Context: an optimization exercise on an open-source flow, tuned for small area and a short achievable clock period. The choices shown serve that exercise and are no tape-out recipe.
At most, simulation tests tie the RTL to the original design; equivalence was not proved.
Only the layout flow was run in run 2; the RTL was not checked for function there.
In run 1 the design's own scripts or RTL, not TritonCTS, make the clock network.
The flow treats the clock pin as an ideal source. Dropping or thinning the clock tree relies on that and would not hold on a real chip.
Power is estimated from default activity; no workload was simulated.

==> flow/design.v, too long to show whole: its modules and the start of the top module <==
// module mult_unsigned: 1601 lines
// module mult_pg: 4 lines
// module mult_xor2: 3 lines
// module mult_maj3: 3 lines
// module mult_fa: 4 lines
// module mult_ha: 4 lines
module mult_unsigned (
	input clk, rst,
	input [15:0] A,
	input [23:0] B,
	output [39:0] result
);
  // ...
==> flow/flow/run.sh <==
#!/bin/bash
# Layout flow: the standard synthesis unchanged, then the standard ORFS
# steps with plain buffers on the ports and the setup-repair target below.
set -euo pipefail
bash standard.sh synth > synth.log 2>&1
sed -e 's/SETUP_SLACK_MARGIN=[-0-9.]*/SETUP_SLACK_MARGIN=5.4/' standard.sh > layout.sh
export BUFFER_PORTS_ARGS="-buffer_cell sky130_fd_sc_hd__buf_1"
export PRE_CTS_TCL=$(pwd)/flow/manual_cts.tcl MCTS_LEAVES=20 MCTS_ROOTS=4 MCTS_LEAF_CELL=sky130_fd_sc_hd__clkbuf_8
bash layout.sh finish > layout.log 2>&1
==> flow/flow/manual_cts.tcl <==
# Two-level clock tree built by hand, in place of the flow's clock tree
# synthesis: the clock port drives a few root buffers; each root buffer drives
# the leaf buffers of its region, and each leaf buffer drives one cluster of
# flip-flops (k-means on their positions). Every register gets the same two
# buffer stages; no register's clock is delayed on purpose.
proc mcts_kmeans {pts k} {
  # pts: list of {x y}; returns {assign cx cy counts}
  set n [llength $pts]
  set sorted [lsort -real -index 0 $pts]
  set cx {}; set cy {}
  for {set i 0} {$i < $k} {incr i} {
    set s [lindex $sorted [expr {int(($i + 0.5) * $n / $k)}]]
    lappend cx [lindex $s 0]; lappend cy [lindex $s 1]
  }
  for {set iter 0} {$iter < 40} {incr iter} {
    set sx [lrepeat $k 0.0]; set sy [lrepeat $k 0.0]; set sc [lrepeat $k 0]
    set assign {}
    foreach s $pts {
      set best 0; set bd 1e30
      for {set i 0} {$i < $k} {incr i} {
        set d [expr {abs([lindex $s 0] - [lindex $cx $i]) + abs([lindex $s 1] - [lindex $cy $i])}]
        if {$d < $bd} { set bd $d; set best $i }
      }
      lappend assign $best
      lset sx $best [expr {[lindex $sx $best] + [lindex $s 0]}]
      lset sy $best [expr {[lindex $sy $best] + [lindex $s 1]}]
      lset sc $best [expr {[lindex $sc $best] + 1}]
    }
    for {set i 0} {$i < $k} {incr i} {
      if {[lindex $sc $i] > 0} {
        lset cx $i [expr {[lindex $sx $i] / [lindex $sc $i]}]
        lset cy $i [expr {[lindex $sy $i] / [lindex $sc $i]}]
      }
    }
  }
  return [list $assign $cx $cy $sc]
}

# capacity-limited assignment of points to centres (nearest first), with the
# centres moved to their points' mean, repeated
proc mcts_balance {pts cx cy cap} {
  set n [llength $pts]
  set k [llength $cx]
  for {set iter 0} {$iter < 10} {incr iter} {
    set pairs {}
    for {set l 0} {$l < $n} {incr l} {
      set p [lindex $pts $l]
      for {set r 0} {$r < $k} {incr r} {
        lappend pairs [list [expr {abs([lindex $p 0] - [lindex $cx $r]) + abs([lindex $p 1] - [lindex $cy $r])}] $l $r]
      }
    }
    set assign [lrepeat $n -1]
    set sc [lrepeat $k 0]
    foreach pr [lsort -real -index 0 $pairs] {
      lassign $pr d l r
      if {[lindex $assign $l] >= 0 || [lindex $sc $r] >= $cap} { continue }
      lset assign $l $r
      lset sc $r [expr {[lindex $sc $r] + 1}]
    }
    set sx [lrepeat $k 0.0]; set sy [lrepeat $k 0.0]
    for {set l 0} {$l < $n} {incr l} {
      set r [lindex $assign $l]
      lset sx $r [expr {[lindex $sx $r] + [lindex $pts $l 0]}]
      lset sy $r [expr {[lindex $sy $r] + [lindex $pts $l 1]}]
    }
    for {set r 0} {$r < $k} {incr r} {
      if {[lindex $sc $r] > 0} { lset cx $r [expr {[lindex $sx $r] / [lindex $sc $r]}]; lset cy $r [expr {[lindex $sy $r] / [lindex $sc $r]}] }
    }
  }
  return [list $assign $cx $cy $sc]
}

proc mcts_build {nleaf nroot} {
  set block [ord::get_db_block]
  set db [ord::get_db]
  set clknet [[$block findBTerm clk] getNet]
  set master [$db findMaster sky130_fd_sc_hd__clkbuf_16]
  set lmaster $master
  if {[info exists ::env(MCTS_LEAF_CELL)]} { set lmaster [$db findMaster $::env(MCTS_LEAF_CELL)] }
  set sinks {}; set pts {}
  foreach it [$clknet getITerms] {
    set inst [$it getInst]
    set loc [$inst getLocation]
    set m [$inst getMaster]
    lappend sinks $it
    lappend pts [list [expr {[lindex $loc 0] + [$m getWidth] / 2}] [expr {[lindex $loc 1] + [$m getHeight] / 2}]]
  }
  lassign [mcts_kmeans $pts $nleaf] assign cx cy sc
  lassign [mcts_balance $pts $cx $cy [expr {int(ceil(double([llength $pts]) / $nleaf))}]] assign cx cy sc
  set lpts {}; set lidx {}
  for {set i 0} {$i < $nleaf} {incr i} {
    if {[lindex $sc $i] > 0} { lappend lpts [list [lindex $cx $i] [lindex $cy $i]]; lappend lidx $i }
  }
  lassign [mcts_kmeans $lpts $nroot] rassign rcx rcy rsc
  # balance: every root buffer drives the same number of leaf buffers (+-1)
  set nl [llength $lpts]
  set cap [expr {int(ceil(double($nl) / $nroot))}]
  for {set iter 0} {$iter < 10} {incr iter} {
    set pairs {}
    for {set l 0} {$l < $nl} {incr l} {
      for {set r 0} {$r < $nroot} {incr r} {
        set p [lindex $lpts $l]
        lappend pairs [list [expr {abs([lindex $p 0] - [lindex $rcx $r]) + abs([lindex $p 1] - [lindex $rcy $r])}] $l $r]
      }
    }
    set rassign [lrepeat $nl -1]
    set rsc [lrepeat $nroot 0]
    foreach pr [lsort -real -index 0 $pairs] {
      lassign $pr d l r
      if {[lindex $rassign $l] >= 0 || [lindex $rsc $r] >= $cap} { continue }
      lset rassign $l $r
      lset rsc $r [expr {[lindex $rsc $r] + 1}]
    }
    for {set r 0} {$r < $nroot} {incr r} {
      set sx 0.0; set sy 0.0; set c 0
      for {set l 0} {$l < $nl} {incr l} {
        if {[lindex $rassign $l] == $r} {
          set sx [expr {$sx + [lindex $lpts $l 0]}]; set sy [expr {$sy + [lindex $lpts $l 1]}]; incr c
        }
      }
      if {$c > 0} { lset rcx $r [expr {$sx / $c}]; lset rcy $r [expr {$sy / $c}] }
    }
  }
  set rootnets {}
  for {set r 0} {$r < $nroot} {incr r} {
    if {[lindex $rsc $r] == 0} { lappend rootnets {}; continue }
    set root [odb::dbInst_create $block $master mcts_root_$r]
    $root setLocation [expr {int([lindex $rcx $r])}] [expr {int([lindex $rcy $r])}]
    $root setPlacementStatus PLACED
    [$root findITerm A] connect $clknet
    set rnet [odb::dbNet_create $block mcts_root_net_$r]
    $rnet setSigType CLOCK
    [$root findITerm X] connect $rnet
    lappend rootnets $rnet
  }
  set leafnets [lrepeat $nleaf {}]
  set j 0
  foreach i $lidx {
    set leaf [odb::dbInst_create $block $lmaster mcts_leaf_$i]
    $leaf setLocation [expr {int([lindex $cx $i])}] [expr {int([lindex $cy $i])}]
    $leaf setPlacementStatus PLACED
    [$leaf findITerm A] connect [lindex $rootnets [lindex $rassign $j]]
    set lnet [odb::dbNet_create $block mcts_leaf_net_$i]
    $lnet setSigType CLOCK
    [$leaf findITerm X] connect $lnet
    lset leafnets $i $lnet
    incr j
  }
  set j 0
  foreach it $sinks {
    $it disconnect
    $it connect [lindex $leafnets [lindex $assign $j]]
    incr j
  }
  puts "manual clock tree: [llength $sinks] sinks, [llength $lidx] leaf buffers $sc, $nroot root buffers $rsc"
}

set mcts_leaves 10
set mcts_roots 3
if {[info exists ::env(MCTS_LEAVES)]} { set mcts_leaves $::env(MCTS_LEAVES) }
if {[info exists ::env(MCTS_ROOTS)]} { set mcts_roots $::env(MCTS_ROOTS) }
mcts_build $mcts_leaves $mcts_roots
set_propagated_clock [all_clocks]
# the tree is built: the flow's clock_tree_synthesis call becomes a no-op
rename clock_tree_synthesis mcts_orig_clock_tree_synthesis
proc clock_tree_synthesis {args} { puts "clock_tree_synthesis skipped: manual clock tree" }
==> flow/standard.sh <==
#!/bin/bash
# synth_recipe.tcl (not shown) runs the flow's synth.tcl, then flattens the netlist and writes it again
# the make line also repeats each setting of config.mk as NAME=value (left out here)
make -C /OpenROAD-flow-scripts/flow DESIGN_CONFIG=/design/flow/config.mk WORK_HOME=/design/flow/orfs CLKGATE_MAP_FILE= SYNTH_SCRIPT=/design/flow/synth_recipe.tcl "${@:-finish}"
==> flow/config.mk <==
export PLATFORM = sky130hd
export DESIGN_NAME = mult_unsigned
export DESIGN_NICKNAME = mult_unsigned
export VERILOG_FILES = /design/flow/design.v
export SDC_FILE = /design/flow/constraint.sdc
export NUM_CORES = 4
export LEC_CHECK = 0
export CAP_MARGIN = 20
export CORE_MARGIN = 2
export CORE_UTILIZATION = 40
export SETUP_SLACK_MARGIN = 5
export SLEW_MARGIN = 20
export SYNTH_HIERARCHICAL = 1
export SYNTH_MINIMUM_KEEP_SIZE = 0
==> flow/constraint.sdc <==
create_clock -name core_clock -period 8.0 [get_ports {clk}]
set_input_delay 1.6000 -clock core_clock [delete_from_list [all_inputs] [get_ports {clk}]]
set_output_delay 1.6000 -clock core_clock [all_outputs]
set_load 0.01 [all_outputs]
==> notes.md, run 1 <==
* Post-CTS Resized at 33
* Design area at 17500 um^2
* Clock power frac at 0.118
* M2 GR Usage at 0.282
* Synth Register Bits at 309
* Top cell category: multi-input combinational cells
* Largest register FFs at 116
* CP max stage cell: a311o_1
* Final Cycle Share at 0.324
* P_seq at 2480 uW
* Startpoint types: flip-flop
* Number of sequential cells at 309
* Post-synth top area share at 0.328
* Critical Path AT at 2.83 ns
* Final Worst Setup Slack at 5.41 ns
* Met1 usage at 0.245
* Synth top area cells: dfxtp_1, fa_1, xnor2_1
* Synth Area in Simple Gates at 0.0486
* Dpl ws at 5.06 ns
* Non-Filler Instances at 1948
* Multi-input comb cells at 953
* Multi-input logic area at 9330 um^2
* Tap cells at 525
* Synth unique cells at 36
* Met3 wire len at 2980 um
* Largest net degree at the start of global routing at 52
* P_clk at 766 uW
* Clk_skew at 0.0260 ns
* Post-DP HPWL at 23500 um
* Residual DRC at 0
* Status: timing/DRC/antenna clean
* Final setup fails at 0
* Main synth FF type: dfxtp_1
* Fin. Hold Viols at 0
* Die area at 42000 um^2
==> inputs of run 2 (changes only) <==
--- a/flow/design.v
+++ b/flow/design.v
@@ -2,20 +2,18 @@
 	input clk, rst,
 	input [15:0] A,
 	input [23:0] B,
 	output [39:0] result
 );
 reg [23:0] rb;
 reg [7:0] r_one, r_two, r_neg;
 reg r_a15;
-reg [115:0] r2;
-reg [20:0] r3lo;
-reg [39:20] r3x, r3y;
-reg [39:0] r4, r5;
+reg [78:0] r2;
+reg [39:0] r3, r4, r5;
 reg [3:0] v;
 wire [16:0] ax = {A, 1'b0};
 wire [7:0] e_one, e_two, e_neg;
 genvar gi;
 generate for (gi = 0; gi < 8; gi = gi + 1) begin : enc
 	assign e_one[gi] = ax[2*gi+1] ^ ax[2*gi];
 	assign e_two[gi] = (ax[2*gi+2] & ~ax[2*gi+1] & ~ax[2*gi]) | (~ax[2*gi+2] & ax[2*gi+1] & ax[2*gi]);
 	assign e_neg[gi] = ax[2*gi+2];
@@ -629,74 +627,74 @@
 wire s607;
 wire c608;
 wire h609;
 wire s610;
 wire c611;
 wire h612;
 wire s613;
 wire c614;
-wire s615;
-wire c616;
-wire s617;
-wire c618;
+wire h615;
+wire s616;
+wire c617;
+wire h618;
 wire s619;
 wire c620;
-wire s621;
-wire c622;
-wire s623;
-wire c624;
+wire h621;
+wire s622;
+wire c623;
+wire h624;
 wire s625;
 wire c626;
-wire s627;
-wire c628;
-wire s629;
-wire c630;
+wire h627;
+wire s628;
+wire c629;
+wire h630;
 wire s631;
 wire c632;
-wire s633;
-wire c634;
-wire s635;
-wire c636;
+wire h633;
+wire s634;
+wire c635;
+wire h636;
 wire s637;
 wire c638;
-wire s639;
-wire c640;
-wire s641;
-wire c642;
+wire h639;
+wire s640;
+wire c641;
+wire h642;
 wire s643;
 wire c644;
-wire s645;
-wire c646;
-wire s647;
-wire c648;
+wire h645;
+wire s646;
+wire c647;
+wire h648;
 wire s649;
 wire c650;
-wire s651;
-wire c652;
-wire g653;
-wire p654;
-wire g655;
-wire p656;
-wire g657;
-wire p658;
-wire g659;
-wire p660;
-wire g661;
-wire p662;
-wire g663;
-wire p664;
-wire g665;
-wire p666;
-wire g667;
-wire p668;
-wire g669;
-wire p670;
-wire g671;
-wire p672;
+wire h651;
+wire s652;
+wire c653;
+wire h654;
+wire s655;
+wire c656;
+wire h657;
+wire s658;
+wire c659;
+wire h660;
+wire s661;
+wire c662;
+wire h663;
+wire s664;
+wire c665;
+wire h666;
+wire s667;
+wire c668;
+wire h669;
+wire s670;
+wire c671;
+wire h672;
 wire g673;
 wire p674;
 wire g675;
 wire p676;
 wire g677;
 wire p678;
 wire g679;
 wire p680;
@@ -710,122 +708,122 @@
 wire p688;
 wire g689;
 wire p690;
 wire g691;
 wire p692;
 wire g693;
 wire p694;
 wire g695;
-wire g696;
-wire p697;
-wire g698;
-wire p699;
-wire g700;
-wire p701;
-wire g702;
-wire p703;
-wire g704;
-wire p705;
-wire g706;
-wire p707;
-wire g708;
-wire p709;
-wire g710;
-wire p711;
-wire g712;
-wire p713;
-wire g714;
+wire p696;
+wire g697;
+wire p698;
+wire g699;
+wire p700;
+wire g701;
+wire p702;
+wire g703;
+wire p704;
+wire g705;
+wire p706;
+wire g707;
+wire p708;
+wire g709;
+wire p710;
+wire g711;
+wire p712;
+wire g713;
+wire p714;
 wire g715;
-wire g716;
-wire p717;
-wire g718;
-wire p719;
-wire g720;
-wire p721;
-wire g722;
-wire p723;
-wire g724;
-wire p725;
-wire g726;
-wire p727;
-wire g728;
-wire p729;
-wire g730;
-wire p731;
-wire g732;
+wire p716;
+wire g717;
+wire p718;
+wire g719;
+wire p720;
+wire g721;
+wire p722;
+wire g723;
+wire p724;
+wire g725;
+wire p726;
+wire g727;
+wire p728;
+wire g729;
+wire p730;
+wire g731;
+wire p732;
 wire g733;
-wire g734;
+wire p734;
 wire g735;
-wire g736;
-wire p737;
-wire g738;
-wire p739;
-wire g740;
-wire p741;
-wire g742;
-wire p743;
-wire g744;
-wire p745;
-wire g746;
+wire p736;
+wire g737;
+wire p738;
+wire g739;
+wire p740;
+wire g741;
+wire p742;
+wire g743;
+wire p744;
+wire g745;
+wire p746;
 wire g747;
-wire g748;
+wire p748;
 wire g749;
-wire g750;
+wire p750;
 wire g751;
-wire g752;
+wire p752;
 wire g753;
 wire g754;
-wire g755;
+wire p755;
 wire g756;
-wire g757;
+wire p757;
 wire g758;
-wire g759;
-wire p760;
-wire g761;
-wire p762;
-wire g763;
-wire p764;
-wire g765;
-wire p766;
-wire g767;
-wire p768;
-wire g769;
-wire p770;
-wire g771;
-wire p772;
-wire g773;
-wire p774;
-wire g775;
-wire p776;
-wire g777;
-wire p778;
-wire g779;
-wire p780;
-wire g781;
-wire p782;
-wire g783;
-wire p784;
-wire g785;
-wire p786;
-wire g787;
-wire p788;
-wire g789;
-wire p790;
-wire g791;
-wire p792;
+wire p759;
+wire g760;
+wire p761;
+wire g762;
+wire p763;
+wire g764;
+wire p765;
+wire g766;
+wire p767;
+wire g768;
+wire p769;
+wire g770;
+wire p771;
+wire g772;
+wire p773;
+wire g774;
+wire p775;
+wire g776;
+wire p777;
+wire g778;
+wire p779;
+wire g780;
+wire p781;
+wire g782;
+wire p783;
+wire g784;
+wire p785;
+wire g786;
+wire p787;
+wire g788;
+wire p789;
+wire g790;
+wire p791;
+wire g792;
 wire g793;
-wire p794;
-wire g795;
-wire p796;
-wire g797;
-wire p798;
-wire g799;
-wire p800;
-wire g801;
+wire g794;
+wire p795;
+wire g796;
+wire p797;
+wire g798;
+wire p799;
+wire g800;
+wire p801;
 wire g802;
 wire p803;
 wire g804;
 wire p805;
 wire g806;
 wire p807;
 wire g808;
 wire p809;
@@ -835,60 +833,109 @@
 wire p813;
 wire g814;
 wire p815;
 wire g816;
 wire p817;
 wire g818;
 wire p819;
 wire g820;
-wire g821;
+wire p821;
 wire g822;
 wire p823;
 wire g824;
 wire p825;
 wire g826;
 wire p827;
 wire g828;
 wire p829;
 wire g830;
-wire p831;
+wire g831;
 wire g832;
-wire p833;
+wire g833;
 wire g834;
 wire p835;
 wire g836;
 wire p837;
 wire g838;
-wire g839;
+wire p839;
 wire g840;
-wire g841;
+wire p841;
 wire g842;
 wire p843;
 wire g844;
 wire p845;
 wire g846;
 wire p847;
 wire g848;
 wire p849;
 wire g850;
 wire p851;
 wire g852;
-wire g853;
+wire p853;
 wire g854;
-wire g855;
+wire p855;
 wire g856;
-wire g857;
+wire p857;
 wire g858;
-wire g859;
+wire p859;
 wire g860;
-wire g861;
+wire p861;
 wire g862;
-wire g863;
+wire p863;
 wire g864;
+wire p865;
+wire g866;
+wire g867;
+wire g868;
+wire g869;
+wire g870;
+wire g871;
+wire g872;
+wire g873;
+wire g874;
+wire p875;
+wire g876;
+wire p877;
+wire g878;
+wire p879;
+wire g880;
+wire p881;
+wire g882;
+wire p883;
+wire g884;
+wire p885;
+wire g886;
+wire p887;
+wire g888;
+wire p889;
+wire g890;
+wire g891;
+wire g892;
+wire g893;
+wire g894;
+wire g895;
+wire g896;
+wire g897;
+wire g898;
+wire g899;
+wire g900;
+wire g901;
+wire g902;
+wire g903;
+wire g904;
+wire g905;
+wire g906;
+wire g907;
+wire g908;
+wire g909;
+wire g910;
+wire g911;
+wire g912;
+wire g913;
 assign pp1 = ((r_one[0] & rb[0])) ^ r_neg[0];
 assign pp2 = ((r_one[0] & rb[1]) | (r_two[0] & rb[0])) ^ r_neg[0];
 assign pp3 = ((r_one[0] & rb[2]) | (r_two[0] & rb[1])) ^ r_neg[0];
 assign pp4 = ((r_one[0] & rb[3]) | (r_two[0] & rb[2])) ^ r_neg[0];
 assign pp5 = ((r_one[0] & rb[4]) | (r_two[0] & rb[3])) ^ r_neg[0];
 assign pp6 = ((r_one[0] & rb[5]) | (r_two[0] & rb[4])) ^ r_neg[0];
 assign pp7 = ((r_one[0] & rb[6]) | (r_two[0] & rb[5])) ^ r_neg[0];
 assign pp8 = ((r_one[0] & rb[7]) | (r_two[0] & rb[6])) ^ r_neg[0];
@@ -1327,271 +1374,339 @@
 mult_xor2 u201 (.a(h554), .b(s459), .s(s552));
 mult_maj3 u202 (.a(pp180), .b(pp204), .c(s459), .co(c553));
 mult_xor2 u203 (.a(i239), .b(pp181), .s(h557));
 mult_xor2 u204 (.a(h557), .b(pp205), .s(s555));
 mult_maj3 u205 (.a(i239), .b(pp181), .c(pp205), .co(c556));
 mult_xor2 u206 (.a(ns182), .b(pp230), .s(h560));
 mult_xor2 u207 (.a(h560), .b(pp229), .s(s558));
 mult_maj3 u208 (.a(ns182), .b(pp230), .c(pp229), .co(c559));
-mult_ha u209 (.a(r2[3]), .b(r2[4]), .s(s561), .co(c562));
-mult_ha u210 (.a(r2[6]), .b(r2[7]), .s(s563), .co(c564));
-mult_xor2 u211 (.a(r2[8]), .b(r2[9]), .s(h567));
-mult_xor2 u212 (.a(h567), .b(r2[10]), .s(s565));
-mult_maj3 u213 (.a(r2[8]), .b(r2[9]), .c(r2[10]), .co(c566));
-mult_xor2 u214 (.a(r2[11]), .b(r2[12]), .s(h570));
-mult_xor2 u215 (.a(h570), .b(r2[13]), .s(s568));
-mult_maj3 u216 (.a(r2[11]), .b(r2[12]), .c(r2[13]), .co(c569));
-mult_xor2 u217 (.a(r2[14]), .b(r2[15]), .s(h573));
-mult_xor2 u218 (.a(h573), .b(r2[16]), .s(s571));
-mult_maj3 u219 (.a(r2[14]), .b(r2[15]), .c(r2[16]), .co(c572));
-mult_xor2 u220 (.a(r2[17]), .b(r2[18]), .s(h576));
-mult_xor2 u221 (.a(h576), .b(r2[19]), .s(s574));
-mult_maj3 u222 (.a(r2[17]), .b(r2[18]), .c(r2[19]), .co(c575));
-mult_xor2 u223 (.a(r2[20]), .b(r2[21]), .s(h579));
-mult_xor2 u224 (.a(h579), .b(r2[22]), .s(s577));
-mult_maj3 u225 (.a(r2[20]), .b(r2[21]), .c(r2[22]), .co(c578));
-mult_xor2 u226 (.a(r2[23]), .b(r2[24]), .s(h582));
-mult_xor2 u227 (.a(h582), .b(r2[25]), .s(s580));
-mult_maj3 u228 (.a(r2[23]), .b(r2[24]), .c(r2[25]), .co(c581));
-mult_xor2 u229 (.a(r2[26]), .b(r2[27]), .s(h585));
-mult_xor2 u230 (.a(h585), .b(r2[28]), .s(s583));
-mult_maj3 u231 (.a(r2[26]), .b(r2[27]), .c(r2[28]), .co(c584));
-mult_xor2 u232 (.a(r2[29]), .b(r2[30]), .s(h588));
-mult_xor2 u233 (.a(h588), .b(r2[31]), .s(s586));
-mult_maj3 u234 (.a(r2[29]), .b(r2[30]), .c(r2[31]), .co(c587));
-mult_xor2 u235 (.a(r2[32]), .b(r2[33]), .s(h591));
-mult_xor2 u236 (.a(h591), .b(r2[34]), .s(s589));
-mult_maj3 u237 (.a(r2[32]), .b(r2[33]), .c(r2[34]), .co(c590));
-mult_xor2 u238 (.a(r2[35]), .b(r2[36]), .s(h594));
-mult_xor2 u239 (.a(h594), .b(r2[37]), .s(s592));
-mult_maj3 u240 (.a(r2[35]), .b(r2[36]), .c(r2[37]), .co(c593));
-mult_xor2 u241 (.a(r2[38]), .b(r2[39]), .s(h597));
-mult_xor2 u242 (.a(h597), .b(r2[40]), .s(s595));
-mult_maj3 u243 (.a(r2[38]), .b(r2[39]), .c(r2[40]), .co(c596));
-mult_xor2 u244 (.a(r2[41]), .b(r2[42]), .s(h600));
-mult_xor2 u245 (.a(h600), .b(r2[43]), .s(s598));
-mult_maj3 u246 (.a(r2[41]), .b(r2[42]), .c(r2[43]), .co(c599));
-mult_xor2 u247 (.a(r2[44]), .b(r2[45]), .s(h603));
-mult_xor2 u248 (.a(h603), .b(r2[46]), .s(s601));
-mult_maj3 u249 (.a(r2[44]), .b(r2[45]), .c(r2[46]), .co(c602));
-mult_xor2 u250 (.a(r2[47]), .b(r2[48]), .s(h606));
-mult_xor2 u251 (.a(h606), .b(r2[49]), .s(s604));
-mult_maj3 u252 (.a(r2[47]), .b(r2[48]), .c(r2[49]), .co(c605));
-mult_xor2 u253 (.a(r2[50]), .b(r2[51]), .s(h609));
-mult_xor2 u254 (.a(h609), .b(r2[52]), .s(s607));
-mult_maj3 u255 (.a(r2[50]), .b(r2[51]), .c(r2[52]), .co(c608));
-mult_xor2 u256 (.a(r2[53]), .b(r2[54]), .s(h612));
-mult_xor2 u257 (.a(h612), .b(r2[55]), .s(s610));
-mult_maj3 u258 (.a(r2[53]), .b(r2[54]), .c(r2[55]), .co(c611));
-mult_fa u259 (.a(r2[56]), .b(r2[57]), .c(r2[58]), .s(s613), .co(c614));
-mult_fa u260 (.a(r2[59]), .b(r2[60]), .c(r2[61]), .s(s615), .co(c616));
-mult_fa u261 (.a(r2[62]), .b(r2[63]), .c(r2[64]), .s(s617), .co(c618));
-mult_fa u262 (.a(r2[65]), .b(r2[66]), .c(r2[67]), .s(s619), .co(c620));
-mult_fa u263 (.a(r2[68]), .b(r2[69]), .c(r2[70]), .s(s621), .co(c622));
-mult_fa u264 (.a(r2[71]), .b(r2[72]), .c(r2[73]), .s(s623), .co(c624));
-mult_fa u265 (.a(r2[74]), .b(r2[75]), .c(r2[76]), .s(s625), .co(c626));
-mult_fa u266 (.a(r2[77]), .b(r2[78]), .c(r2[79]), .s(s627), .co(c628));
-mult_fa u267 (.a(r2[80]), .b(r2[81]), .c(r2[82]), .s(s629), .co(c630));
-mult_fa u268 (.a(r2[83]), .b(r2[84]), .c(r2[85]), .s(s631), .co(c632));
-mult_fa u269 (.a(r2[86]), .b(r2[87]), .c(r2[88]), .s(s633), .co(c634));
-mult_fa u270 (.a(r2[89]), .b(r2[90]), .c(r2[91]), .s(s635), .co(c636));
-mult_fa u271 (.a(r2[92]), .b(r2[93]), .c(r2[94]), .s(s637), .co(c638));
-mult_fa u272 (.a(r2[95]), .b(r2[96]), .c(r2[97]), .s(s639), .co(c640));
-mult_fa u273 (.a(r2[98]), .b(r2[99]), .c(r2[100]), .s(s641), .co(c642));
-mult_fa u274 (.a(r2[101]), .b(r2[102]), .c(r2[103]), .s(s643), .co(c644));
-mult_fa u275 (.a(r2[104]), .b(r2[105]), .c(r2[106]), .s(s645), .co(c646));
-mult_fa u276 (.a(r2[107]), .b(r2[108]), .c(r2[109]), .s(s647), .co(c648));
-mult_fa u277 (.a(r2[110]), .b(r2[111]), .c(r2[112]), .s(s649), .co(c650));
-mult_fa u278 (.a(r2[113]), .b(r2[114]), .c(r2[115]), .s(s651), .co(c652));
-mult_pg u279 (.a(r2[0]), .b(r2[1]), .p(p654), .g(g653));
-mult_pg u280 (.a(r2[2]), .b(1'b0), .p(p656), .g(g655));
-mult_pg u281 (.a(r2[5]), .b(s561), .p(p658), .g(g657));
-mult_pg u282 (.a(c562), .b(s563), .p(p660), .g(g659));
-mult_pg u283 (.a(c564), .b(s565), .p(p662), .g(g661));
-mult_pg u284 (.a(c566), .b(s568), .p(p664), .g(g663));
-mult_pg u285 (.a(c569), .b(s571), .p(p666), .g(g665));
-mult_pg u286 (.a(c572), .b(s574), .p(p668), .g(g667));
-mult_pg u287 (.a(c575), .b(s577), .p(p670), .g(g669));
-mult_pg u288 (.a(c578), .b(s580), .p(p672), .g(g671));
-mult_pg u289 (.a(c581), .b(s583), .p(p674), .g(g673));
-mult_pg u290 (.a(c584), .b(s586), .p(p676), .g(g675));
-mult_pg u291 (.a(c587), .b(s589), .p(p678), .g(g677));
-mult_pg u292 (.a(c590), .b(s592), .p(p680), .g(g679));
-mult_pg u293 (.a(c593), .b(s595), .p(p682), .g(g681));
-mult_pg u294 (.a(c596), .b(s598), .p(p684), .g(g683));
-mult_pg u295 (.a(c599), .b(s601), .p(p686), .g(g685));
-mult_pg u296 (.a(c602), .b(s604), .p(p688), .g(g687));
-mult_pg u297 (.a(c605), .b(s607), .p(p690), .g(g689));
-mult_pg u298 (.a(c608), .b(s610), .p(p692), .g(g691));
-mult_pg u299 (.a(1'b0), .b(1'b0), .p(p694), .g(g693));
-assign g695 = g655 | (p656 & g653);
-assign g696 = g659 | (p660 & g657);
-assign p697 = p660 & p658;
-assign g698 = g663 | (p664 & g661);
-assign p699 = p664 & p662;
-assign g700 = g667 | (p668 & g665);
-assign p701 = p668 & p666;
-assign g702 = g671 | (p672 & g669);
-assign p703 = p672 & p670;
-assign g704 = g675 | (p676 & g673);
-assign p705 = p676 & p674;
-assign g706 = g679 | (p680 & g677);
-assign p707 = p680 & p678;
-assign g708 = g683 | (p684 & g681);
-assign p709 = p684 & p682;
-assign g710 = g687 | (p688 & g685);
-assign p711 = p688 & p686;
-assign g712 = g691 | (p692 & g689);
-assign p713 = p692 & p690;
-assign g714 = g657 | (p658 & g695);
-assign g715 = g696 | (p697 & g695);
-assign g716 = g665 | (p666 & g698);
-assign p717 = p666 & p699;
-assign g718 = g700 | (p701 & g698);
-assign p719 = p701 & p699;
-assign g720 = g673 | (p674 & g702);
-assign p721 = p674 & p703;
-assign g722 = g704 | (p705 & g702);
-assign p723 = p705 & p703;
-assign g724 = g681 | (p682 & g706);
-assign p725 = p682 & p707;
-assign g726 = g708 | (p709 & g706);
-assign p727 = p709 & p707;
-assign g728 = g689 | (p690 & g710);
-assign p729 = p690 & p711;
-assign g730 = g712 | (p713 & g710);
-assign p731 = p713 & p711;
-assign g732 = g661 | (p662 & g715);
-assign g733 = g698 | (p699 & g715);
-assign g734 = g716 | (p717 & g715);
-assign g735 = g718 | (p719 & g715);
-assign g736 = g677 | (p678 & g722);
-assign p737 = p678 & p723;
-assign g738 = g706 | (p707 & g722);
-assign p739 = p707 & p723;
-assign g740 = g724 | (p725 & g722);
-assign p741 = p725 & p723;
-assign g742 = g726 | (p727 & g722);
-assign p743 = p727 & p723;
-assign g744 = g693 | (p694 & g730);
-assign p745 = p694 & p731;
-assign g746 = g669 | (p670 & g735);
-assign g747 = g702 | (p703 & g735);
-assign g748 = g720 | (p721 & g735);
-assign g749 = g722 | (p723 & g735);
-assign g750 = g736 | (p737 & g735);
-assign g751 = g738 | (p739 & g735);
-assign g752 = g740 | (p741 & g735);
-assign g753 = g742 | (p743 & g735);
-assign g754 = g685 | (p686 & g753);
-assign g755 = g710 | (p711 & g753);
-assign g756 = g728 | (p729 & g753);
-assign g757 = g730 | (p731 & g753);
-assign g758 = g744 | (p745 & g753);
-mult_pg u300 (.a(r3lo[20]), .b(r3lo[20]), .p(p760), .g(g759));
-mult_pg u301 (.a(r3x[20]), .b(r3y[20]), .p(p762), .g(g761));
-mult_pg u302 (.a(r3x[21]), .b(r3y[21]), .p(p764), .g(g763));
-mult_pg u303 (.a(r3x[22]), .b(r3y[22]), .p(p766), .g(g765));
-mult_pg u304 (.a(r3x[23]), .b(r3y[23]), .p(p768), .g(g767));
-mult_pg u305 (.a(r3x[24]), .b(r3y[24]), .p(p770), .g(g769));
-mult_pg u306 (.a(r3x[25]), .b(r3y[25]), .p(p772), .g(g771));
-mult_pg u307 (.a(r3x[26]), .b(r3y[26]), .p(p774), .g(g773));
-mult_pg u308 (.a(r3x[27]), .b(r3y[27]), .p(p776), .g(g775));
-mult_pg u309 (.a(r3x[28]), .b(r3y[28]), .p(p778), .g(g777));
-mult_pg u310 (.a(r3x[29]), .b(r3y[29]), .p(p780), .g(g779));
-mult_pg u311 (.a(r3x[30]), .b(r3y[30]), .p(p782), .g(g781));
-mult_pg u312 (.a(r3x[31]), .b(r3y[31]), .p(p784), .g(g783));
-mult_pg u313 (.a(r3x[32]), .b(r3y[32]), .p(p786), .g(g785));
-mult_pg u314 (.a(r3x[33]), .b(r3y[33]), .p(p788), .g(g787));
-mult_pg u315 (.a(r3x[34]), .b(r3y[34]), .p(p790), .g(g789));
-mult_pg u316 (.a(r3x[35]), .b(r3y[35]), .p(p792), .g(g791));
-mult_pg u317 (.a(r3x[36]), .b(r3y[36]), .p(p794), .g(g793));
-mult_pg u318 (.a(r3x[37]), .b(r3y[37]), .p(p796), .g(g795));
-mult_pg u319 (.a(r3x[38]), .b(r3y[38]), .p(p798), .g(g797));
-mult_pg u320 (.a(r3x[39]), .b(r3y[39]), .p(p800), .g(g799));
-assign g801 = g761 | (p762 & g759);
-assign g802 = g765 | (p766 & g763);
-assign p803 = p766 & p764;
-assign g804 = g769 | (p770 & g767);
-assign p805 = p770 & p768;
-assign g806 = g773 | (p774 & g771);
-assign p807 = p774 & p772;
-assign g808 = g777 | (p778 & g775);
-assign p809 = p778 & p776;
-assign g810 = g781 | (p782 & g779);
-assign p811 = p782 & p780;
-assign g812 = g785 | (p786 & g783);
-assign p813 = p786 & p784;
-assign g814 = g789 | (p790 & g787);
-assign p815 = p790 & p788;
-assign g816 = g793 | (p794 & g791);
-assign p817 = p794 & p792;
-assign g818 = g797 | (p798 & g795);
-assign p819 = p798 & p796;
-assign g820 = g763 | (p764 & g801);
-assign g821 = g802 | (p803 & g801);
-assign g822 = g771 | (p772 & g804);
-assign p823 = p772 & p805;
-assign g824 = g806 | (p807 & g804);
-assign p825 = p807 & p805;
-assign g826 = g779 | (p780 & g808);
-assign p827 = p780 & p809;
-assign g828 = g810 | (p811 & g808);
-assign p829 = p811 & p809;
-assign g830 = g787 | (p788 & g812);
-assign p831 = p788 & p813;
-assign g832 = g814 | (p815 & g812);
-assign p833 = p815 & p813;
-assign g834 = g795 | (p796 & g816);
-assign p835 = p796 & p817;
-assign g836 = g818 | (p819 & g816);
-assign p837 = p819 & p817;
-assign g838 = g767 | (p768 & g821);
-assign g839 = g804 | (p805 & g821);
-assign g840 = g822 | (p823 & g821);
-assign g841 = g824 | (p825 & g821);
-assign g842 = g783 | (p784 & g828);
-assign p843 = p784 & p829;
-assign g844 = g812 | (p813 & g828);
-assign p845 = p813 & p829;
-assign g846 = g830 | (p831 & g828);
-assign p847 = p831 & p829;
-assign g848 = g832 | (p833 & g828);
-assign p849 = p833 & p829;
-assign g850 = g799 | (p800 & g836);
-assign p851 = p800 & p837;
-assign g852 = g775 | (p776 & g841);
-assign g853 = g808 | (p809 & g841);
-assign g854 = g826 | (p827 & g841);
-assign g855 = g828 | (p829 & g841);
-assign g856 = g842 | (p843 & g841);
-assign g857 = g844 | (p845 & g841);
-assign g858 = g846 | (p847 & g841);
-assign g859 = g848 | (p849 & g841);
-assign g860 = g791 | (p792 & g859);
-assign g861 = g816 | (p817 & g859);
-assign g862 = g834 | (p835 & g859);
-assign g863 = g836 | (p837 & g859);
-assign g864 = g850 | (p851 & g859);
-wire [39:0] sx = {c650, c648, c646, c644, c642, c640, c638, c636, c634, c632, c630, c628, c626, c624, c622, c620, c618, c616, c614, c611, c608, c605, c602, c599, c596, c593, c590, c587, c584, c581, c578, c575, c572, c569, c566, c564, c562, r2[5], r2[2], r2[0]};
-wire [39:0] sy = {s651, s649, s647, s645, s643, s641, s639, s637, s635, s633, s631, s629, s627, s625, s623, s621, s619, s617, s615, s613, s610, s607, s604, s601, s598, s595, s592, s589, s586, s583, s580, s577, s574, s571, s568, s565, s563, s561, 1'b0, r2[1]};
-wire [20:0] sum_lo = {(p694 ^ g757), (p692 ^ g756), (p690 ^ g755), (p688 ^ g754), (p686 ^ g753), (p684 ^ g752), (p682 ^ g751), (p680 ^ g750), (p678 ^ g749), (p676 ^ g748), (p674 ^ g747), (p672 ^ g746), (p670 ^ g735), (p668 ^ g734), (p666 ^ g733), (p664 ^ g732), (p662 ^ g715), (p660 ^ g714), (p658 ^ g695), (p656 ^ g653), p654};
-wire [39:20] sum_hi = {(p800 ^ g863), (p798 ^ g862), (p796 ^ g861), (p794 ^ g860), (p792 ^ g859), (p790 ^ g858), (p788 ^ g857), (p786 ^ g856), (p784 ^ g855), (p782 ^ g854), (p780 ^ g853), (p778 ^ g852), (p776 ^ g841), (p774 ^ g840), (p772 ^ g839), (p770 ^ g838), (p768 ^ g821), (p766 ^ g820), (p764 ^ g801), (p762 ^ g759)};
+mult_ha u209 (.a(r_neg[1]), .b(pp3), .s(s561), .co(c562));
+mult_ha u210 (.a(pp4), .b(pp28), .s(s563), .co(c564));
+mult_xor2 u211 (.a(pp29), .b(pp53), .s(h567));
+mult_xor2 u212 (.a(h567), .b(s461), .s(s565));
+mult_maj3 u213 (.a(pp29), .b(pp53), .c(s461), .co(c566));
+mult_xor2 u214 (.a(pp54), .b(c462), .s(h570));
+mult_xor2 u215 (.a(h570), .b(s463), .s(s568));
+mult_maj3 u216 (.a(pp54), .b(c462), .c(s463), .co(c569));
+mult_xor2 u217 (.a(s465), .b(c464), .s(h573));
+mult_xor2 u218 (.a(h573), .b(s349), .s(s571));
+mult_maj3 u219 (.a(s465), .b(c464), .c(s349), .co(c572));
+mult_xor2 u220 (.a(c466), .b(s351), .s(h576));
+mult_xor2 u221 (.a(h576), .b(s468), .s(s574));
+mult_maj3 u222 (.a(c466), .b(s351), .c(s468), .co(c575));
+mult_xor2 u223 (.a(s355), .b(s471), .s(h579));
+mult_xor2 u224 (.a(h579), .b(c469), .s(s577));
+mult_maj3 u225 (.a(s355), .b(s471), .c(c469), .co(c578));
+mult_xor2 u226 (.a(s359), .b(s474), .s(h582));
+mult_xor2 u227 (.a(h582), .b(c472), .s(s580));
+mult_maj3 u228 (.a(s359), .b(s474), .c(c472), .co(c581));
+mult_xor2 u229 (.a(s477), .b(c475), .s(h585));
+mult_xor2 u230 (.a(h585), .b(s363), .s(s583));
+mult_maj3 u231 (.a(s477), .b(c475), .c(s363), .co(c584));
+mult_xor2 u232 (.a(c478), .b(s367), .s(h588));
+mult_xor2 u233 (.a(h588), .b(s480), .s(s586));
+mult_maj3 u234 (.a(c478), .b(s367), .c(s480), .co(c587));
+mult_xor2 u235 (.a(s371), .b(s483), .s(h591));
+mult_xor2 u236 (.a(h591), .b(c481), .s(s589));
+mult_maj3 u237 (.a(s371), .b(s483), .c(c481), .co(c590));
+mult_xor2 u238 (.a(s375), .b(s486), .s(h594));
+mult_xor2 u239 (.a(h594), .b(c484), .s(s592));
+mult_maj3 u240 (.a(s375), .b(s486), .c(c484), .co(c593));
+mult_xor2 u241 (.a(s379), .b(s489), .s(h597));
+mult_xor2 u242 (.a(h597), .b(c487), .s(s595));
+mult_maj3 u243 (.a(s379), .b(s489), .c(c487), .co(c596));
+mult_xor2 u244 (.a(s383), .b(s492), .s(h600));
+mult_xor2 u245 (.a(h600), .b(c490), .s(s598));
+mult_maj3 u246 (.a(s383), .b(s492), .c(c490), .co(c599));
+mult_xor2 u247 (.a(s387), .b(s495), .s(h603));
+mult_xor2 u248 (.a(h603), .b(c493), .s(s601));
+mult_maj3 u249 (.a(s387), .b(s495), .c(c493), .co(c602));
+mult_xor2 u250 (.a(s391), .b(s498), .s(h606));
+mult_xor2 u251 (.a(h606), .b(c496), .s(s604));
+mult_maj3 u252 (.a(s391), .b(s498), .c(c496), .co(c605));
+mult_xor2 u253 (.a(s395), .b(s501), .s(h609));
+mult_xor2 u254 (.a(h609), .b(c499), .s(s607));
+mult_maj3 u255 (.a(s395), .b(s501), .c(c499), .co(c608));
+mult_xor2 u256 (.a(s399), .b(s504), .s(h612));
+mult_xor2 u257 (.a(h612), .b(c502), .s(s610));
+mult_maj3 u258 (.a(s399), .b(s504), .c(c502), .co(c611));
+mult_xor2 u259 (.a(s403), .b(s507), .s(h615));
+mult_xor2 u260 (.a(h615), .b(c505), .s(s613));
+mult_maj3 u261 (.a(s403), .b(s507), .c(c505), .co(c614));
+mult_xor2 u262 (.a(s407), .b(s510), .s(h618));
+mult_xor2 u263 (.a(h618), .b(c508), .s(s616));
+mult_maj3 u264 (.a(s407), .b(s510), .c(c508), .co(c617));
+mult_xor2 u265 (.a(s411), .b(s513), .s(h621));
+mult_xor2 u266 (.a(h621), .b(c511), .s(s619));
+mult_maj3 u267 (.a(s411), .b(s513), .c(c511), .co(c620));
+mult_xor2 u268 (.a(s415), .b(s516), .s(h624));
+mult_xor2 u269 (.a(h624), .b(c514), .s(s622));
+mult_maj3 u270 (.a(s415), .b(s516), .c(c514), .co(c623));
+mult_xor2 u271 (.a(s419), .b(s519), .s(h627));
+mult_xor2 u272 (.a(h627), .b(c517), .s(s625));
+mult_maj3 u273 (.a(s419), .b(s519), .c(c517), .co(c626));
+mult_xor2 u274 (.a(s423), .b(s522), .s(h630));
+mult_xor2 u275 (.a(h630), .b(c520), .s(s628));
+mult_maj3 u276 (.a(s423), .b(s522), .c(c520), .co(c629));
+mult_xor2 u277 (.a(s427), .b(s525), .s(h633));
+mult_xor2 u278 (.a(h633), .b(c523), .s(s631));
+mult_maj3 u279 (.a(s427), .b(s525), .c(c523), .co(c632));
+mult_xor2 u280 (.a(s431), .b(s528), .s(h636));
+mult_xor2 u281 (.a(h636), .b(c526), .s(s634));
+mult_maj3 u282 (.a(s431), .b(s528), .c(c526), .co(c635));
+mult_xor2 u283 (.a(s435), .b(s531), .s(h639));
+mult_xor2 u284 (.a(h639), .b(c529), .s(s637));
+mult_maj3 u285 (.a(s435), .b(s531), .c(c529), .co(c638));
+mult_xor2 u286 (.a(s439), .b(s534), .s(h642));
+mult_xor2 u287 (.a(h642), .b(c532), .s(s640));
+mult_maj3 u288 (.a(s439), .b(s534), .c(c532), .co(c641));
+mult_xor2 u289 (.a(s443), .b(s537), .s(h645));
+mult_xor2 u290 (.a(h645), .b(c535), .s(s643));
+mult_maj3 u291 (.a(s443), .b(s537), .c(c535), .co(c644));
+mult_xor2 u292 (.a(c444), .b(s540), .s(h648));
+mult_xor2 u293 (.a(h648), .b(c538), .s(s646));
+mult_maj3 u294 (.a(c444), .b(s540), .c(c538), .co(c647));
+mult_xor2 u295 (.a(c448), .b(s543), .s(h651));
+mult_xor2 u296 (.a(h651), .b(c541), .s(s649));
+mult_maj3 u297 (.a(c448), .b(s543), .c(c541), .co(c650));
+mult_xor2 u298 (.a(s546), .b(c452), .s(h654));
+mult_xor2 u299 (.a(h654), .b(c544), .s(s652));
+mult_maj3 u300 (.a(s546), .b(c452), .c(c544), .co(c653));
+mult_xor2 u301 (.a(s457), .b(s549), .s(h657));
+mult_xor2 u302 (.a(h657), .b(c547), .s(s655));
+mult_maj3 u303 (.a(s457), .b(s549), .c(c547), .co(c656));
+mult_xor2 u304 (.a(c458), .b(s552), .s(h660));
+mult_xor2 u305 (.a(h660), .b(c550), .s(s658));
+mult_maj3 u306 (.a(c458), .b(s552), .c(c550), .co(c659));
+mult_xor2 u307 (.a(s555), .b(c460), .s(h663));
+mult_xor2 u308 (.a(h663), .b(c553), .s(s661));
+mult_maj3 u309 (.a(s555), .b(c460), .c(c553), .co(c662));
+mult_xor2 u310 (.a(pp206), .b(s558), .s(h666));
+mult_xor2 u311 (.a(h666), .b(c556), .s(s664));
+mult_maj3 u312 (.a(pp206), .b(s558), .c(c556), .co(c665));
+mult_xor2 u313 (.a(i240), .b(pp207), .s(h669));
+mult_xor2 u314 (.a(h669), .b(c559), .s(s667));
+mult_maj3 u315 (.a(i240), .b(pp207), .c(c559), .co(c668));
+mult_xor2 u316 (.a(ns208), .b(pp232), .s(h672));
+mult_xor2 u317 (.a(h672), .b(pp231), .s(s670));
+mult_maj3 u318 (.a(ns208), .b(pp232), .c(pp231), .co(c671));
+mult_pg u319 (.a(r2[0]), .b(r2[1]), .p(p674), .g(g673));
+mult_pg u320 (.a(r2[2]), .b(1'b0), .p(p676), .g(g675));
+mult_pg u321 (.a(r2[3]), .b(r2[4]), .p(p678), .g(g677));
+mult_pg u322 (.a(r2[5]), .b(r2[6]), .p(p680), .g(g679));
+mult_pg u323 (.a(r2[7]), .b(r2[8]), .p(p682), .g(g681));
+mult_pg u324 (.a(r2[9]), .b(r2[10]), .p(p684), .g(g683));
+mult_pg u325 (.a(r2[11]), .b(r2[12]), .p(p686), .g(g685));
+mult_pg u326 (.a(r2[13]), .b(r2[14]), .p(p688), .g(g687));
+mult_pg u327 (.a(r2[15]), .b(r2[16]), .p(p690), .g(g689));
+mult_pg u328 (.a(r2[17]), .b(r2[18]), .p(p692), .g(g691));
+mult_pg u329 (.a(r2[19]), .b(r2[20]), .p(p694), .g(g693));
+mult_pg u330 (.a(r2[21]), .b(r2[22]), .p(p696), .g(g695));
+mult_pg u331 (.a(r2[23]), .b(r2[24]), .p(p698), .g(g697));
+mult_pg u332 (.a(r2[25]), .b(r2[26]), .p(p700), .g(g699));
+mult_pg u333 (.a(r2[27]), .b(r2[28]), .p(p702), .g(g701));
+mult_pg u334 (.a(r2[29]), .b(r2[30]), .p(p704), .g(g703));
+mult_pg u335 (.a(r2[31]), .b(r2[32]), .p(p706), .g(g705));
+mult_pg u336 (.a(r2[33]), .b(r2[34]), .p(p708), .g(g707));
+mult_pg u337 (.a(r2[35]), .b(r2[36]), .p(p710), .g(g709));
+mult_pg u338 (.a(r2[37]), .b(r2[38]), .p(p712), .g(g711));
+mult_pg u339 (.a(r2[39]), .b(r2[40]), .p(p714), .g(g713));
+mult_pg u340 (.a(r2[41]), .b(r2[42]), .p(p716), .g(g715));
+mult_pg u341 (.a(r2[43]), .b(r2[44]), .p(p718), .g(g717));
+mult_pg u342 (.a(r2[45]), .b(r2[46]), .p(p720), .g(g719));
+mult_pg u343 (.a(r2[47]), .b(r2[48]), .p(p722), .g(g721));
+mult_pg u344 (.a(r2[49]), .b(r2[50]), .p(p724), .g(g723));
+mult_pg u345 (.a(r2[51]), .b(r2[52]), .p(p726), .g(g725));
+mult_pg u346 (.a(r2[53]), .b(r2[54]), .p(p728), .g(g727));
+mult_pg u347 (.a(r2[55]), .b(r2[56]), .p(p730), .g(g729));
+mult_pg u348 (.a(r2[57]), .b(r2[58]), .p(p732), .g(g731));
+mult_pg u349 (.a(r2[59]), .b(r2[60]), .p(p734), .g(g733));
+mult_pg u350 (.a(r2[61]), .b(r2[62]), .p(p736), .g(g735));
+mult_pg u351 (.a(r2[63]), .b(r2[64]), .p(p738), .g(g737));
+mult_pg u352 (.a(r2[65]), .b(r2[66]), .p(p740), .g(g739));
+mult_pg u353 (.a(r2[67]), .b(r2[68]), .p(p742), .g(g741));
+mult_pg u354 (.a(r2[69]), .b(r2[70]), .p(p744), .g(g743));
+mult_pg u355 (.a(r2[71]), .b(r2[72]), .p(p746), .g(g745));
+mult_pg u356 (.a(r2[73]), .b(r2[74]), .p(p748), .g(g747));
+mult_pg u357 (.a(r2[75]), .b(r2[76]), .p(p750), .g(g749));
+mult_pg u358 (.a(r2[77]), .b(r2[78]), .p(p752), .g(g751));
+assign g753 = g675 | (p676 & g673);
+assign g754 = g679 | (p680 & g677);
+assign p755 = p680 & p678;
+assign g756 = g683 | (p684 & g681);
+assign p757 = p684 & p682;
+assign g758 = g687 | (p688 & g685);
+assign p759 = p688 & p686;
+assign g760 = g691 | (p692 & g689);
+assign p761 = p692 & p690;
+assign g762 = g695 | (p696 & g693);
+assign p763 = p696 & p694;
+assign g764 = g699 | (p700 & g697);
+assign p765 = p700 & p698;
+assign g766 = g703 | (p704 & g701);
+assign p767 = p704 & p702;
+assign g768 = g707 | (p708 & g705);
+assign p769 = p708 & p706;
+assign g770 = g711 | (p712 & g709);
+assign p771 = p712 & p710;
+assign g772 = g715 | (p716 & g713);
+assign p773 = p716 & p714;
+assign g774 = g719 | (p720 & g717);
+assign p775 = p720 & p718;
+assign g776 = g723 | (p724 & g721);
+assign p777 = p724 & p722;
+assign g778 = g727 | (p728 & g725);
+assign p779 = p728 & p726;
+assign g780 = g731 | (p732 & g729);
+assign p781 = p732 & p730;
+assign g782 = g735 | (p736 & g733);
+assign p783 = p736 & p734;
+assign g784 = g739 | (p740 & g737);
+assign p785 = p740 & p738;
+assign g786 = g743 | (p744 & g741);
+assign p787 = p744 & p742;
+assign g788 = g747 | (p748 & g745);
+assign p789 = p748 & p746;
+assign g790 = g751 | (p752 & g749);
+assign p791 = p752 & p750;
+assign g792 = g677 | (p678 & g753);
+assign g793 = g754 | (p755 & g753);
+assign g794 = g685 | (p686 & g756);
+assign p795 = p686 & p757;
+assign g796 = g758 | (p759 & g756);
+assign p797 = p759 & p757;
+assign g798 = g693 | (p694 & g760);
+assign p799 = p694 & p761;
+assign g800 = g762 | (p763 & g760);
+assign p801 = p763 & p761;
+assign g802 = g701 | (p702 & g764);
+assign p803 = p702 & p765;
+assign g804 = g766 | (p767 & g764);
+assign p805 = p767 & p765;
+assign g806 = g709 | (p710 & g768);
+assign p807 = p710 & p769;
+assign g808 = g770 | (p771 & g768);
+assign p809 = p771 & p769;
+assign g810 = g717 | (p718 & g772);
+assign p811 = p718 & p773;
+assign g812 = g774 | (p775 & g772);
+assign p813 = p775 & p773;
+assign g814 = g725 | (p726 & g776);
+assign p815 = p726 & p777;
+assign g816 = g778 | (p779 & g776);
+assign p817 = p779 & p777;
+assign g818 = g733 | (p734 & g780);
+assign p819 = p734 & p781;
+assign g820 = g782 | (p783 & g780);
+assign p821 = p783 & p781;
+assign g822 = g741 | (p742 & g784);
+assign p823 = p742 & p785;
+assign g824 = g786 | (p787 & g784);
+assign p825 = p787 & p785;
+assign g826 = g749 | (p750 & g788);
+assign p827 = p750 & p789;
+assign g828 = g790 | (p791 & g788);
+assign p829 = p791 & p789;
+assign g830 = g681 | (p682 & g793);
+assign g831 = g756 | (p757 & g793);
+assign g832 = g794 | (p795 & g793);
+assign g833 = g796 | (p797 & g793);
+assign g834 = g697 | (p698 & g800);
+assign p835 = p698 & p801;
+assign g836 = g764 | (p765 & g800);
+assign p837 = p765 & p801;
+assign g838 = g802 | (p803 & g800);
+assign p839 = p803 & p801;
+assign g840 = g804 | (p805 & g800);
+assign p841 = p805 & p801;
+assign g842 = g713 | (p714 & g808);
+assign p843 = p714 & p809;
+assign g844 = g772 | (p773 & g808);
+assign p845 = p773 & p809;
+assign g846 = g810 | (p811 & g808);
+assign p847 = p811 & p809;
+assign g848 = g812 | (p813 & g808);
+assign p849 = p813 & p809;
+assign g850 = g729 | (p730 & g816);
+assign p851 = p730 & p817;
+assign g852 = g780 | (p781 & g816);
+assign p853 = p781 & p817;
+assign g854 = g818 | (p819 & g816);
+assign p855 = p819 & p817;
+assign g856 = g820 | (p821 & g816);
+assign p857 = p821 & p817;
+assign g858 = g745 | (p746 & g824);
+assign p859 = p746 & p825;
+assign g860 = g788 | (p789 & g824);
+assign p861 = p789 & p825;
+assign g862 = g826 | (p827 & g824);
+assign p863 = p827 & p825;
+assign g864 = g828 | (p829 & g824);
+assign p865 = p829 & p825;
+assign g866 = g689 | (p690 & g833);
+assign g867 = g760 | (p761 & g833);
+assign g868 = g798 | (p799 & g833);
+assign g869 = g800 | (p801 & g833);
+assign g870 = g834 | (p835 & g833);
+assign g871 = g836 | (p837 & g833);
+assign g872 = g838 | (p839 & g833);
+assign g873 = g840 | (p841 & g833);
+assign g874 = g721 | (p722 & g848);
+assign p875 = p722 & p849;
+assign g876 = g776 | (p777 & g848);
+assign p877 = p777 & p849;
+assign g878 = g814 | (p815 & g848);
+assign p879 = p815 & p849;
+assign g880 = g816 | (p817 & g848);
+assign p881 = p817 & p849;
+assign g882 = g850 | (p851 & g848);
+assign p883 = p851 & p849;
+assign g884 = g852 | (p853 & g848);
+assign p885 = p853 & p849;
+assign g886 = g854 | (p855 & g848);
+assign p887 = p855 & p849;
+assign g888 = g856 | (p857 & g848);
+assign p889 = p857 & p849;
+assign g890 = g705 | (p706 & g873);
+assign g891 = g768 | (p769 & g873);
+assign g892 = g806 | (p807 & g873);
+assign g893 = g808 | (p809 & g873);
+assign g894 = g842 | (p843 & g873);
+assign g895 = g844 | (p845 & g873);
+assign g896 = g846 | (p847 & g873);
+assign g897 = g848 | (p849 & g873);
+assign g898 = g874 | (p875 & g873);
+assign g899 = g876 | (p877 & g873);
+assign g900 = g878 | (p879 & g873);
+assign g901 = g880 | (p881 & g873);
+assign g902 = g882 | (p883 & g873);
+assign g903 = g884 | (p885 & g873);
+assign g904 = g886 | (p887 & g873);
+assign g905 = g888 | (p889 & g873);
+assign g906 = g737 | (p738 & g905);
+assign g907 = g784 | (p785 & g905);
+assign g908 = g822 | (p823 & g905);
+assign g909 = g824 | (p825 & g905);
+assign g910 = g858 | (p859 & g905);
+assign g911 = g860 | (p861 & g905);
+assign g912 = g862 | (p863 & g905);
+assign g913 = g864 | (p865 & g905);
+wire [39:0] sx = {r2[77], r2[75], r2[73], r2[71], r2[69], r2[67], r2[65], r2[63], r2[61], r2[59], r2[57], r2[55], r2[53], r2[51], r2[49], r2[47], r2[45], r2[43], r2[41], r2[39], r2[37], r2[35], r2[33], r2[31], r2[29], r2[27], r2[25], r2[23], r2[21], r2[19], r2[17], r2[15], r2[13], r2[11], r2[9], r2[7], r2[5], r2[3], r2[2], r2[0]};
+wire [39:0] sy = {r2[78], r2[76], r2[74], r2[72], r2[70], r2[68], r2[66], r2[64], r2[62], r2[60], r2[58], r2[56], r2[54], r2[52], r2[50], r2[48], r2[46], r2[44], r2[42], r2[40], r2[38], r2[36], r2[34], r2[32], r2[30], r2[28], r2[26], r2[24], r2[22], r2[20], r2[18], r2[16], r2[14], r2[12], r2[10], r2[8], r2[6], r2[4], 1'b0, r2[1]};
+wire [39:0] prod = {(p752 ^ g912), (p750 ^ g911), (p748 ^ g910), (p746 ^ g909), (p744 ^ g908), (p742 ^ g907), (p740 ^ g906), (p738 ^ g905), (p736 ^ g904), (p734 ^ g903), (p732 ^ g902), (p730 ^ g901), (p728 ^ g900), (p726 ^ g899), (p724 ^ g898), (p722 ^ g897), (p720 ^ g896), (p718 ^ g895), (p716 ^ g894), (p714 ^ g893), (p712 ^ g892), (p710 ^ g891), (p708 ^ g890), (p706 ^ g873), (p704 ^ g872), (p702 ^ g871), (p700 ^ g870), (p698 ^ g869), (p696 ^ g868), (p694 ^ g867), (p692 ^ g866), (p690 ^ g833), (p688 ^ g832), (p686 ^ g831), (p684 ^ g830), (p682 ^ g793), (p680 ^ g792), (p678 ^ g753), (p676 ^ g673), p674};
 always @(posedge clk) begin
 	rb <= B;
 	r_one <= e_one;
 	r_two <= e_two;
 	r_neg <= e_neg;
 	r_a15 <= A[15];
-	r2 <= {pp231, pp232, ns208, pp207, i240, c559, s558, pp206, c556, s555, c460, c553, s552, c458, c550, s549, s457, c547, s546, c452, c544, s543, c448, c541, s540, c444, c538, s537, s443, c535, s534, s439, c532, s531, s435, c529, s528, s431, c526, s525, s427, c523, s522, s423, c520, s519, s419, c517, s516, s415, c514, s513, s411, c511, s510, s407, c508, s507, s403, c505, s504, s399, c502, s501, s395, c499, s498, s391, c496, s495, s387, c493, s492, s383, c490, s489, s379, c487, s486, s375, c484, s483, s371, c481, s480, s367, c478, s477, s363, c475, s474, s359, c472, s471, s355, c469, s468, s351, c466, s465, s349, c464, s463, pp54, c462, s461, pp53, pp29, pp28, pp4, pp27, pp3, r_neg[1], pp2, pp1, r_neg[0]};
-	r3lo <= sum_lo;
-	r3x <= sx[39:20];
-	r3y <= sy[39:20];
-	r4 <= {sum_hi, r3lo[19:0]};
+	r2 <= {s670, c668, s667, c665, s664, c662, s661, c659, s658, c656, s655, c653, s652, c650, s649, c647, s646, c644, s643, c641, s640, c638, s637, c635, s634, c632, s631, c629, s628, c626, s625, c623, s622, c620, s619, c617, s616, c614, s613, c611, s610, c608, s607, c605, s604, c602, s601, c599, s598, c596, s595, c593, s592, c590, s589, c587, s586, c584, s583, c581, s580, c578, s577, c575, s574, c572, s571, c569, s568, c566, s565, c564, s563, c562, s561, pp27, pp2, pp1, r_neg[0]};
+	r3 <= prod;
+	r4 <= r3;
 end
 always @(posedge clk or posedge rst) begin
 	if (rst) begin
 		v <= 4'b0;
 		r5 <= 40'b0;
 	end else begin
 		v <= {v[2:0], 1'b1};
 		r5 <= r4 & {40{v[3]}};
==> flow/flow/run.sh (replaced) <==
#!/bin/bash
# Layout flow: the standard synthesis unchanged, then the standard ORFS
# steps with plain buffers on the ports and the setup-repair target below.
set -euo pipefail
bash standard.sh synth > synth.log 2>&1
sed -e 's/SETUP_SLACK_MARGIN=[-0-9.]*/SETUP_SLACK_MARGIN=5.3/' standard.sh > layout.sh
export BUFFER_PORTS_ARGS="-buffer_cell sky130_fd_sc_hd__buf_1"

bash layout.sh finish > layout.log 2>&1
==> flow/config.mk (replaced) <==
export PLATFORM = sky130hd
export DESIGN_NAME = mult_unsigned
export DESIGN_NICKNAME = mult_unsigned
export VERILOG_FILES = /design/flow/design.v
export SDC_FILE = /design/flow/constraint.sdc
export NUM_CORES = 4
export LEC_CHECK = 0
export CAP_MARGIN = 20
export CORE_MARGIN = 2
export CORE_UTILIZATION = 40
export CTS_CLUSTER_DIAMETER = 100
export CTS_CLUSTER_SIZE = 30
export SETUP_SLACK_MARGIN = 5
export SLEW_MARGIN = 20
export SYNTH_HIERARCHICAL = 1
export SYNTH_MINIMUM_KEEP_SIZE = 0
removed: flow/flow/manual_cts.tcl
==> run 2 against run 1 <==
Synthesized cell count shrank 0.36%. Register-to-register slack lost 0.30 ns. Area after synthesis shrank 6.0%. Worst hold slack lost 0.019 ns. Combinational power grew 27%. Clock skew shrank 0.0053 ns. Critical endpoint is now r3[39]$_DFF_P_. Largest cell class unchanged.
==> notes.md, run 2 <==
* Met2 WL at 19000 um
* Clock latency (worst-skew pair) at 0.51 ns
* First-pass DRT Iterations at 6
* Ys Warns at 7
* Main synth FF type: dfxtp_1
* Die span in x at 199 um
* WHS at 0.314 ns
* Mapped Cells at 1391
* Status: timing/DRC/antenna clean
* Routed wire length at 42700 um
* Leak pwr at 0.00758 uW
* Post-synth top cells: xnor2_1, dfxtp_1, a22oi_1
* Critical Path AT at 3.34 ns (+0.51 ns)
* Largest Register: r2
* Synth-to-layout area growth at 28.9%
* Die area at 39500 um^2 (-5.9%)
* Final Cycle Share at 0.361 (+0.0378)
* Startpoint types: flip-flop
* Top Layer Used: met4
* Critical Path RT at 8.45 ns
* Total Neg Setup Slack at 0 ns
* Unrepaired setup endpoints after global routing: true
* Top-count cell post-synth: xnor2_1
* R2R setup slack at 5.11 ns
* M1 wire length at 17700 um
* CTS tree: yes
* Number of flops mapped to enable cells by yosys at 0
* Fmax at 346 MHz
* Max Cap Viol at 0
* CTS Buf Count at 13
* Drt wl/cell at 20.6 um
* Post-synth top area cell: dfxtp_1
* Clock Tree Buf Depth at 3
* Starting Density at 0.405
* Residual DRC at 0 (unchanged)
* Met3 wire len at 4290 um (+44%)
* Area of the core at 37500 um^2
* Inst Count DP at 1888
* Clk_skew at 0.0207 ns (-0.00528 ns)
* Placer congestion estimate at 0.857
* Synth unique cells at 47 (+31%)
* Final setup fails at 0 (unchanged)
* DR iter-0 viols at 970
* Row count at 71
* Worst VDD drop at 0.174 mV
* DR vias/cell at 5.35
* Cell Pwr Density at 352 nW/um^2
* Synthesized area per cell at 10.9 um^2
* Largest net degree at the start of global routing at 45 (-13%)
* Critical Path End Type: flip-flop
* Final core occ at 0.522
* Register area share after synthesis at 0.345
* Crit Path Category: flip-flop to flip-flop
* Commonest non-fill, non-tap cell in the layout: xnor2_1
* Fin. max-slew vios at 0
* Crit-path max FO at 4
* Synth Register Bits at 251 (-19%)
* Post-synth top area share at 0.273 (-0.0554)
* Most frequent cells in the layout: xnor2_1, dfxtp_1, xor2_1
* Post-DRT Antenna Nets at 0
* Global Route Usage Sum at 0.201
* Post-DP HPWL at 23500 um (+0.17%)
* Total chip power at 6880 uW
* Non-Filler Instances at 2069 (+6.2%)
* Clock sink count at 251
* Worst Tran Pin Value at 0.641 ns
* Post-synthesis cell area at 15200 um^2
* Synth top area cells: dfxtp_1, fa_1, xnor2_1
* # diodes at 0
* Aggregate global routing overflow at 0
* Top Ports at 82
* Async S/R FF share, synth at 0.175
* Port Buffer Count at 81
* Max-Slew Margin vs Limit at 0.573
* Hold Path Class: flip-flop to flip-flop
* Crit path time final at 2.89 ns
* First-pass GRT wire length at 61800 um
* Fin. Hold Viols at 0 (unchanged)
* Clock-pin slew on the worst setup and hold paths at 0.11 ns
* Clock root cell: clkbuf_16
* Antenna violations before repair at 0
* Vias at 11100
* Count of hold-fix buffers inserted at cts at 0
* H-tree depth at 1
* Largest register FFs at 79 (-32%)
* Layout cells sized above 1 at 0.357
* Die Y at 199 um
* Fin nets at 1754
* Vias in the first global route at 10900
run 2: cell types whose count changed in the layout (fill, tap and decap cells not counted), moves of 32 or more:
cell	previous run	this run
buf_12	0	32
fa_1	120	34
fa_2	0	66
a22oi_2	0	81
buf_4	25	92
a22oi_1	184	103
dfxtp_1	233	153
run 2: repair_timing:
action | in CTS | in global routing
pin swaps | 68 | 205
gates resized for setup | 174 | 250
setup endpoints to repair | 71 | 54
cloned | 4 | 4
setup buffers | 61 | 91
run 2: worst paths after layout:
kind / from / end / cells past startpoint
min in group asynchronous: rst / r5[18]$_DFF_PP0_ / 3
min: r3[32]$_DFF_P_ / r4[32]$_DFF_P_ / 0
max: r2[15]$_DFF_P_ / r3[39]$_DFF_P_ / 10
max in group asynchronous: rst / r5[35]$_DFF_PP0_ / 3
max reg2reg: r2[15]$_DFF_P_ / r3[39]$_DFF_P_ / 10
min reg2reg: r3[32]$_DFF_P_ / r4[32]$_DFF_P_ / 0
run 2: cells by family (layout without fill, tap and decap cells):
group           after synthesis  count (layout)  synth area share
other cells                   2               2          0.000495
simple gates                153             153            0.0550
fa+ha+maj                   227             227             0.231
flops                       251             251             0.345
buf+inv                     137             304            0.0339
xor+xnor                    369             369             0.213
compound gates              252             252             0.121
run 2: worst max-delay path, stage by stage (launching register included):
cell and delay (ns):
dfxtp_2 0.34, ha_4 0.28, nand2_4 0.07, or4_4 0.53, o21a_4 0.15, a311oi_4 0.41, o21ai_4 0.10, a21oi_4 0.27
a311oi_4 0.16, or4_1 0.42, nand4_1 0.08
run 2: area by class of cell:
| type | count | area (um^2) |
|---|---|---|
| clock buffers | 17 | 360 |
| clock inverters | 4 | 56.3 |
| fillers | 3254 | 17900 |
| inverters | 26 | 97.6 |
| multi-input cells | 1003 | 10600 |
| flip-flops and latches | 251 | 5410 |
| well taps | 511 | 639 |
| repair buffers | 257 | 2380 |
run 2: per-module statistics from Yosys (local to each module, per instance):
| module | area (um^2) | cells inside | flip-flops and latches | copies in the design |
|---|---|---|---|---|
| mult_fa | 20.0 | 1 | 0 | 100 |
| mult_ha | 12.5 | 1 | 0 | 14 |
| mult_maj3 | 11.3 | 1 | 0 | 67 |
| mult_pg | 12.5 | 1 | 0 | 40 |
| mult_unsigned | 10600 | 1034 | 251 | 1 |
| mult_xor2 | 8.76 | 1 | 0 | 136 |
run 2: through the flow:
step,setup WS (ns),cell area (um^2)
finish,5.11,19600
global placement,4.48,15800
global route,5.00,19600
floorplan,5.29,15300
CTS,5.06,17600
detailed placement,4.34,15800
run 2: per-layer routing:
metal	track usage	vias up
li1	-	5015
met1	0.274	5351
met2	0.324	556
met3	0.0424	147
met4	0.0544	0
met5	0	-
run 2: power breakdown:
part | switching, uW | internal [uW]
registers | 187 | 1790
clock network | 431 | 334
logic | 2050 | 2080

==> separate check: timing with driven ports <==
In the flow no input, the clock included, has a driving cell. The finished layouts below were timed again as built, in two steps. Step 1, drivers: a clkbuf_16 drives clk and a buf_2 each remaining input, both assumed. Step 2, shift: input delay + t, output delay - t, t = (earliest + latest rising clock arrival at the registers) / 2. This alone moves slack from input paths to output paths. Slacks: ideal ports / drivers / drivers and shift; pairs: ideal ports / drivers.
| run | shift t [ns] | setup WS [ns] | clock arrival spread, ns |
|---|---|---|---|
| run 1 | 0.431 | 5.411 / 5.412 / 5.412 | 0.026 / 0.025 |
| run 2 | 0.548 | 5.109 / 5.109 / 5.109 | 0.021 / 0.022 |
After both steps every run listed still meets setup and hold.
